Source: an optimization exercise on an open RTL-to-GDS flow (aim: small area and a short achievable clock period). Production flows keep margins and buffers that such runs may drop. Power is estimated from default activity; no workload was simulated.

Setup of the baseline:
==> flow/design.v <==
module MIPS(
	input cclk,
	input reset,
	input [31:0] imem_data,
	output [31:0] imem_addr,
	output [31:0] result
    );
	reg  [31:0] pc;
	reg  [31:0] ifid_pc4;           
	reg  [31:0] ifid_inst;          
	reg  [31:0] preA, preB;         
	reg         a_ex, a_mem, a_rf;
	reg         b_ex, b_mem, b_rf, b_imm;
	reg         s_ex, s_mem, s_rf;
	reg         d_R, d_lw, d_sw, d_beq, d_jal, d_jr;    
	reg         k_add, k_sub, k_slt, k_or, k_and;       
	reg         lu_q;               
	reg  [31:0] res_q;              
	reg  [31:0] ex_sdata;           
	reg  [4:0]  ex_dst;             
	reg  [4:0]  ex_rt;              
	reg         ex_rw, ex_m2r, ex_mr, ex_mw, ex_jal;
	reg  [31:0] mem_wd;             
	reg  [4:0]  mem_dst;            
	reg         mem_rw;             
	reg  [31:0] pre31;              
	wire [1023:0] rf_all;           
	wire [1023:0] dm_all;           
	wire [4:0]  rs  = ifid_inst[25:21];
	wire [4:0]  rt  = ifid_inst[20:16];
	wire [4:0]  rd  = ifid_inst[15:11];
	wire [15:0] imm = ifid_inst[15:0];
	wire [31:0] sext = {{16{imm[15]}}, imm};
	wire if_flush = d_beq | d_jal;
	wire hz       = lu_q | if_flush;
	wire [31:0] opA  = ({32{a_ex}} & res_q) | ({32{a_mem}} & mem_wd) | ({32{a_rf}} & preA);
	wire [31:0] opB  = ({32{b_ex}} & res_q) | ({32{b_mem}} & mem_wd) | ({32{b_rf}} & preB) |
	                   ({32{b_imm}} & sext);
	wire [31:0] opS  = ({32{s_ex}} & res_q) | ({32{s_mem}} & mem_wd) | ({32{s_rf}} & preB);
	wire [31:0] sum  = opA + opB;
	wire [32:0] dif  = {1'b0, opA} - {1'b0, opB};
	wire        ltu  = dif[32];
	wire        live  = ~hz & ~reset;
	wire [31:0] res_n = ({32{k_add & live}} & sum) |
	                    ({32{k_sub & live}} & dif[31:0]) |
	                    ({32{k_slt & live}} & {31'd0, ltu}) |
	                    ({32{k_or  & live}} & (opA | opB)) |
	                    ({32{k_and & live}} & (opA & opB));
	wire [31:0] r31    = pre31;
	wire        same   = (preA == preB);
	wire [31:0] pc4    = pc + 32'd4;
	wire [31:0] beq_pc = ifid_pc4 + {sext[29:0], 2'b00};
	wire [31:0] jal_pc = {2'b00, ifid_pc4[31:28], ifid_inst[23:0], 2'b00};
	wire [31:0] pc_nx  = d_jal ? jal_pc :
	                     d_jr  ? r31 :
	                     (d_beq & same) ? beq_pc : pc4;
	wire        ex_rw_n  = ~hz & (d_R | d_lw | d_jr);
	wire [4:0]  ex_dst_n = (~hz & d_R) ? rd : rt;
	reg  [31:0] dsel;
	function [31:0] dm_read(input [31:0] sel, input [1023:0] w);
		reg [31:0] r;
		integer i;
		begin
			r = 32'd0;
			for (i = 0; i < 32; i = i + 1)
				r = r | ({32{sel[i]}} & w[32*i +: 32]);
			dm_read = r;
		end
	endfunction
	wire [31:0] mrd    = dm_read(dsel, dm_all);
	wire        w_jal  = ex_jal & ~reset;
	wire        w_m2r  = ex_m2r & ~ex_jal & ~reset;
	wire        w_alu  = ~ex_m2r & ~ex_jal & ~reset;
	wire [31:0] wd_n   = ({32{w_jal}} & ex_sdata) | ({32{w_m2r}} & mrd) | ({32{w_alu}} & res_q);
	wire [4:0]  mdst_n = ex_jal ? 5'd31 : ex_dst;
	wire [31:0] wen    = {32{mem_rw}} & (32'd1 << mdst_n);
	wire        go     = ~hz;                     
	wire        keep   = lu_q & ~if_flush;        
	wire [31:0] inst_n = if_flush ? 32'd0 : lu_q ? ifid_inst : imem_data;
	wire [4:0]  irs    = imem_data[25:21];
	wire [4:0]  irt    = imem_data[20:16];
	wire [5:0]  iop    = imem_data[31:26];
	wire [5:0]  ifn    = imem_data[5:0];
	function [31:0] rf_init(input [4:0] a);
		case (a)
			5'd2: rf_init = 32'd8;
			5'd4: rf_init = 32'd9;
			5'd5: rf_init = 32'd8;
			5'd6: rf_init = 32'd7;
			5'd7: rf_init = 32'd6;
			default: rf_init = 32'd0;
		endcase
	endfunction
	function [31:0] rf_read2(input [7:0] lo, input [1:0] hb, input [1023:0] w);
		reg [31:0] b0, b1, b2, b3;
		integer i;
		begin
			b0 = 32'd0; b1 = 32'd0; b2 = 32'd0; b3 = 32'd0;
			for (i = 0; i < 8; i = i + 1) begin
				b0 = b0 | ({32{lo[i]}} & w[32*(i)    +: 32]);
				b1 = b1 | ({32{lo[i]}} & w[32*(8+i)  +: 32]);
				b2 = b2 | ({32{lo[i]}} & w[32*(16+i) +: 32]);
				b3 = b3 | ({32{lo[i]}} & w[32*(24+i) +: 32]);
			end
			rf_read2 = hb[1] ? (hb[0] ? b3 : b2) : (hb[0] ? b1 : b0);
		end
	endfunction
	wire [7:0]  loA    = ({8{go}} & (8'd1 << irs[2:0])) | ({8{keep}} & (8'd1 << rs[2:0])) |
	                     {7'd0, if_flush};
	wire [1:0]  hbA    = ({2{go}} & irs[4:3]) | ({2{keep}} & rs[4:3]);
	wire [7:0]  loB    = ({8{go}} & (8'd1 << irt[2:0])) | ({8{keep}} & (8'd1 << rt[2:0])) |
	                     {7'd0, if_flush};
	wire [1:0]  hbB    = ({2{go}} & irt[4:3]) | ({2{keep}} & rt[4:3]);
	wire [31:0] preA_n = rf_read2(loA, hbA, rf_all);
	wire [31:0] preB_n = rf_read2(loB, hbB, rf_all);
	wire        ex_nz    = (ex_dst_n != 5'd0);
	wire        mem_nz   = ex_rw & (mdst_n != 5'd0);
	wire        fa_ex_i  = ex_rw_n & ex_nz & (ex_dst_n == irs);
	wire        fb_ex_i  = ex_rw_n & ex_nz & (ex_dst_n == irt);
	wire        fa_mem_i = mem_nz & (mdst_n == irs);
	wire        fb_mem_i = mem_nz & (mdst_n == irt);
	wire        fa_mem_k = mem_nz & (mdst_n == rs);
	wire        fb_mem_k = mem_nz & (mdst_n == rt);
	wire        fa_ex_n  = go & fa_ex_i;
	wire        fb_ex_n  = go & fb_ex_i;
	wire        fa_mem_n = (go & ~fa_ex_i & fa_mem_i) | (keep & fa_mem_k);
	wire        fb_mem_n = (go & ~fb_ex_i & fb_mem_i) | (keep & fb_mem_k);
	wire        n_R    = go ? (iop == 6'b000000) : keep ? d_R   : 1'b1;
	wire        n_lw   = go ? (iop == 6'b100011) : keep & d_lw;
	wire        n_sw   = go ? (iop == 6'b101011) : keep & d_sw;
	wire        n_beq  = go ? (iop == 6'b000100) : keep & d_beq;
	wire        n_jal  = go ? (iop == 6'b000011) : keep & d_jal;
	wire        n_jr   = go ? (iop == 6'b001100) : keep & d_jr;
	wire [3:0]  nfn    = go ? ifn[3:0] : keep ? imm[3:0] : 4'd0;
	wire        nf_add = (nfn == 4'b0000);
	wire        nf_sub = (nfn == 4'b0010);
	wire        nf_or  = (nfn == 4'b0101);
	wire        nf_slt = (nfn == 4'b1010);
	wire        n_imm  = n_lw | n_sw;
	wire        lu_n   = go & d_lw & ((irs == rt) | (irt == rt));
	always @(posedge cclk or posedge reset) begin
		if (reset) pc <= 32'd0;
		else pc <= pc_nx;
	end
	always @(posedge cclk or posedge reset) begin
		if (reset) ifid_inst[15:11] <= 5'd0;
		else ifid_inst[15:11] <= inst_n[15:11];
	end
	always @(posedge cclk) begin
		ifid_inst[31:16] <= inst_n[31:16];
		ifid_inst[10:0]  <= inst_n[10:0];
	end
	always @(posedge cclk or posedge reset) begin
		if (reset) begin
			d_R    <= 1'b1;
			d_lw   <= 1'b0;
			d_sw   <= 1'b0;
			d_beq  <= 1'b0;
			d_jal  <= 1'b0;
			d_jr   <= 1'b0;
			k_add  <= 1'b1;
			k_sub  <= 1'b0;
			k_slt  <= 1'b0;
			k_or   <= 1'b0;
			k_and  <= 1'b0;
			lu_q   <= 1'b0;
			a_ex   <= 1'b0;
			a_mem  <= 1'b0;
			a_rf   <= 1'b0;
			b_ex   <= 1'b0;
			b_mem  <= 1'b0;
			b_rf   <= 1'b0;
			b_imm  <= 1'b0;
			s_ex   <= 1'b0;
			s_mem  <= 1'b0;
			s_rf   <= 1'b0;
		end else begin
			d_R    <= n_R;
			d_lw   <= n_lw;
			d_sw   <= n_sw;
			d_beq  <= n_beq;
			d_jal  <= n_jal;
			d_jr   <= n_jr;
			k_add  <= ~n_R | nf_add;
			k_sub  <= n_R & nf_sub;
			k_slt  <= n_R & nf_slt;
			k_or   <= n_R & nf_or;
			k_and  <= n_R & ~(nf_add | nf_sub | nf_or | nf_slt);
			lu_q   <= lu_n;
			a_ex   <= fa_ex_n;
			a_mem  <= fa_mem_n;
			a_rf   <= ~fa_ex_n & ~fa_mem_n;
			b_ex   <= ~n_imm & fb_ex_n;
			b_mem  <= ~n_imm & fb_mem_n;
			b_rf   <= ~n_imm & ~fb_ex_n & ~fb_mem_n;
			b_imm  <= n_imm;
			s_ex   <= fb_ex_n;
			s_mem  <= fb_mem_n;
			s_rf   <= ~fb_ex_n & ~fb_mem_n;
		end
	end
	always @(posedge cclk) begin
		preA     <= preA_n;
		preB     <= preB_n;
		ifid_pc4 <= pc4;
	end
	always @(posedge cclk) begin
		res_q <= res_n;
	end
	always @(posedge cclk or posedge reset) begin
		if (reset) begin
			ex_rw  <= 1'b0;
			ex_m2r <= 1'b0;
			ex_mr  <= 1'b0;
			ex_mw  <= 1'b0;
			ex_jal <= 1'b0;
		end else begin
			ex_rw  <= ex_rw_n;
			ex_m2r <= ~hz & (d_lw | d_jr);
			ex_mr  <= ~hz & d_lw;
			ex_mw  <= ~hz & d_sw;
			ex_jal <= d_jal;
		end
	end
	always @(posedge cclk) begin
		ex_sdata <= d_jal ? ifid_pc4 : opS;
		dsel     <= 32'd1 << sum[4:0];
		ex_dst   <= ex_dst_n;
		ex_rt    <= rt;
	end
	genvar g;
	generate
		for (g = 0; g < 32; g = g + 1) begin : DM
			reg [31:0] w;
			wire        de = reset | (ex_mw & dsel[g]);
			wire [31:0] dd = reset ? ((g == 12) ? 32'd30 : 32'd0) : ex_sdata;
			always @(posedge cclk) begin
				if (de) w <= dd;
			end
			assign dm_all[32*g +: 32] = w;
		end
	endgenerate
	always @(posedge cclk) begin
		mem_wd  <= wd_n;
		mem_dst <= mdst_n;
	end
	always @(posedge cclk or posedge reset) begin
		if (reset) begin
			mem_rw <= 1'b0;
		end else begin
			mem_rw <= ex_rw;
		end
	end
	always @(posedge cclk) begin
		pre31 <= rf_all[32*31 +: 32];
	end
	generate
		for (g = 0; g < 32; g = g + 1) begin : RF
			reg [31:0] w;
			wire        de = reset | wen[g];
			wire [31:0] dd = wd_n | ({32{reset}} & rf_init(g));
			always @(posedge cclk) begin
				if (de) w <= dd;
			end
			assign rf_all[32*g +: 32] = w;
		end
	endgenerate
	assign imem_addr = pc;
	assign result    = res_q;
endmodule
==> flow/config.mk <==
export PLATFORM = sky130hd
export DESIGN_NAME = MIPS
export DESIGN_NICKNAME = MIPS
export VERILOG_FILES = /design/flow/design.v
export SDC_FILE = /design/flow/constraint.sdc
export NUM_CORES = 8
export LEC_CHECK = 0
export CAP_MARGIN = 20
export CELL_PAD_IN_SITES_DETAIL_PLACEMENT = 1
export CORE_MARGIN = 2
export CORE_UTILIZATION = 40
export CTS_CLUSTER_DIAMETER = 80
export CTS_CLUSTER_SIZE = 30
export PLACE_DENSITY = 0.55
export SLEW_MARGIN = 20
==> flow/constraint.sdc <==
create_clock -name core_clock -period 12.0 [get_ports {cclk}]
set_input_delay 2.4000 -clock core_clock [delete_from_list [all_inputs] [get_ports {cclk}]]
set_output_delay 2.4000 -clock core_clock [all_outputs]
set_load 0.01 [all_outputs]
standard.sh (not shown) runs the stock make flow with config.mk's settings and CLKGATE_MAP_FILE= SYNTH_SCRIPT=/design/flow/synth_recipe.tcl, a recipe that flattens the netlist after the stock synthesis.
==> flow/flow/run.sh <==
#!/bin/bash
# Own flow: the standard layout (standard.sh, with its unchanged synthesis),
# with two changes to how the layout is made:
#  - the resizer's setup repair aims at a slack margin below the clock period,
#    so that it works on paths well inside the period instead of stopping at it;
#  - the port buffers are plain buffers (buf_4) rather than the delay cell
#    buffer_ports picks by default.
# Each step's full output is in synth.log / layout.log here and in ORFS's own
# per-step logs under orfs/logs.
set -euo pipefail
MARGIN=8
bash standard.sh synth > synth.log 2>&1
bash standard.sh SETUP_SLACK_MARGIN=$MARGIN "BUFFER_PORTS_ARGS=-buffer_cell sky130_fd_sc_hd__buf_4" finish > layout.log 2>&1
Inputs modified between the baseline and the candidate:
--- a/flow/design.v
+++ b/flow/design.v
@@ -33,9 +33,10 @@
 	wire [31:0] sext = {{16{imm[15]}}, imm};
 	wire if_flush = d_beq | d_jal;
 	wire hz       = lu_q | if_flush;
-	wire [31:0] opA  = ({32{a_ex}} & res_q) | ({32{a_mem}} & mem_wd) | ({32{a_rf}} & preA);
-	wire [31:0] opB  = ({32{b_ex}} & res_q) | ({32{b_mem}} & mem_wd) | ({32{b_rf}} & preB) |
-	                   ({32{b_imm}} & sext);
+	wire [31:0] fwA  = a_ex ? res_q : mem_wd;
+	wire [31:0] fwB  = b_ex ? res_q : mem_wd;
+	wire [31:0] opA  = a_rf ? preA : fwA;
+	wire [31:0] opB  = b_imm ? sext : b_rf ? preB : fwB;
 	wire [31:0] opS  = ({32{s_ex}} & res_q) | ({32{s_mem}} & mem_wd) | ({32{s_rf}} & preB);
 	wire [31:0] sum  = opA + opB;
 	wire [32:0] dif  = {1'b0, opA} - {1'b0, opB};
@@ -91,28 +92,30 @@
 			default: rf_init = 32'd0;
 		endcase
 	endfunction
-	function [31:0] rf_read2(input [7:0] lo, input [1:0] hb, input [1023:0] w);
-		reg [31:0] b0, b1, b2, b3;
-		integer i;
+	function [31:0] rf_read2(input [7:0] lo, input [3:0] hi, input [1023:0] w);
+		reg [31:0] r, b;
+		integer i, j;
 		begin
-			b0 = 32'd0; b1 = 32'd0; b2 = 32'd0; b3 = 32'd0;
-			for (i = 0; i < 8; i = i + 1) begin
-				b0 = b0 | ({32{lo[i]}} & w[32*(i)    +: 32]);
-				b1 = b1 | ({32{lo[i]}} & w[32*(8+i)  +: 32]);
-				b2 = b2 | ({32{lo[i]}} & w[32*(16+i) +: 32]);
-				b3 = b3 | ({32{lo[i]}} & w[32*(24+i) +: 32]);
+			r = 32'd0;
+			for (j = 0; j < 4; j = j + 1) begin
+				b = 32'd0;
+				for (i = 0; i < 8; i = i + 1)
+					b = b | ({32{lo[i]}} & w[32*(8*j+i) +: 32]);
+				r = r | ({32{hi[j]}} & b);
 			end
-			rf_read2 = hb[1] ? (hb[0] ? b3 : b2) : (hb[0] ? b1 : b0);
+			rf_read2 = r;
 		end
 	endfunction
 	wire [7:0]  loA    = ({8{go}} & (8'd1 << irs[2:0])) | ({8{keep}} & (8'd1 << rs[2:0])) |
 	                     {7'd0, if_flush};
-	wire [1:0]  hbA    = ({2{go}} & irs[4:3]) | ({2{keep}} & rs[4:3]);
+	wire [3:0]  hiA    = ({4{go}} & (4'd1 << irs[4:3])) | ({4{keep}} & (4'd1 << rs[4:3])) |
+	                     {3'd0, if_flush};
 	wire [7:0]  loB    = ({8{go}} & (8'd1 << irt[2:0])) | ({8{keep}} & (8'd1 << rt[2:0])) |
 	                     {7'd0, if_flush};
-	wire [1:0]  hbB    = ({2{go}} & irt[4:3]) | ({2{keep}} & rt[4:3]);
-	wire [31:0] preA_n = rf_read2(loA, hbA, rf_all);
-	wire [31:0] preB_n = rf_read2(loB, hbB, rf_all);
+	wire [3:0]  hiB    = ({4{go}} & (4'd1 << irt[4:3])) | ({4{keep}} & (4'd1 << rt[4:3])) |
+	                     {3'd0, if_flush};
+	wire [31:0] preA_n = rf_read2(loA, hiA, rf_all);
+	wire [31:0] preB_n = rf_read2(loB, hiB, rf_all);
 	wire        ex_nz    = (ex_dst_n != 5'd0);
 	wire        mem_nz   = ex_rw & (mdst_n != 5'd0);
 	wire        fa_ex_i  = ex_rw_n & ex_nz & (ex_dst_n == irs);
Results
- In terms of internal power summed over all cells, the baseline and the candidate differ only marginally.
- Post-route standard cell area excluding fillers, the candidate and the baseline: smaller value in the baseline
- Compared with the baseline, in the candidate number of slew-limit violations in the final report closely matched the old numbers, final routed wirelength across all metal layers went down, non-clock inverter count in the final layout went down about 1.5%.
- The baseline has a lower fraction of cell area in non-clock buffers than the candidate.
- Compared with the baseline, the candidate is the more power-hungry design.
- [the candidate vs the baseline] worst setup slack: lower in the candidate
- Number of flip-flops and latches across the candidate and the baseline: no real change.
No run of this note included a check of the RTL's function; only the layout flow was run.

[separate check: timing with driven ports]
How much do the figures lean on ideal ports? The routed layouts below were timed once more, with nothing changed but the port constraints. Step 1 sets driving cells, clkbuf_16 on the clock port and buf_2 on the other inputs (assumed; they add their load-dependent delay and slew). Step 2 times the ports against the registers' clock, not the clock port: input delays grow and output delays shrink by t, the midpoint of the rising clock arrivals with the driver on. a / b / c = ideal ports / drivers / drivers and shift; a / b = the first two.
run | t, ns | setup slack, ns | hold slack, ns | worst setup path after step 2 | pins driven straight from the clock port
the baseline | 0.948 | 7.863 / 7.594 / 6.647 | 0.424 / 0.424 / 0.424 | input to register | 1
the candidate | 0.953 | 7.827 / 7.818 / 6.865 | 0.412 / 0.412 / 0.412 | input to register | 1
After both steps setup and hold are still met in every run listed. For the baseline, which loses most, drivers alone change the setup slack by -0.269 ns; drivers and shift together by -1.216 ns.
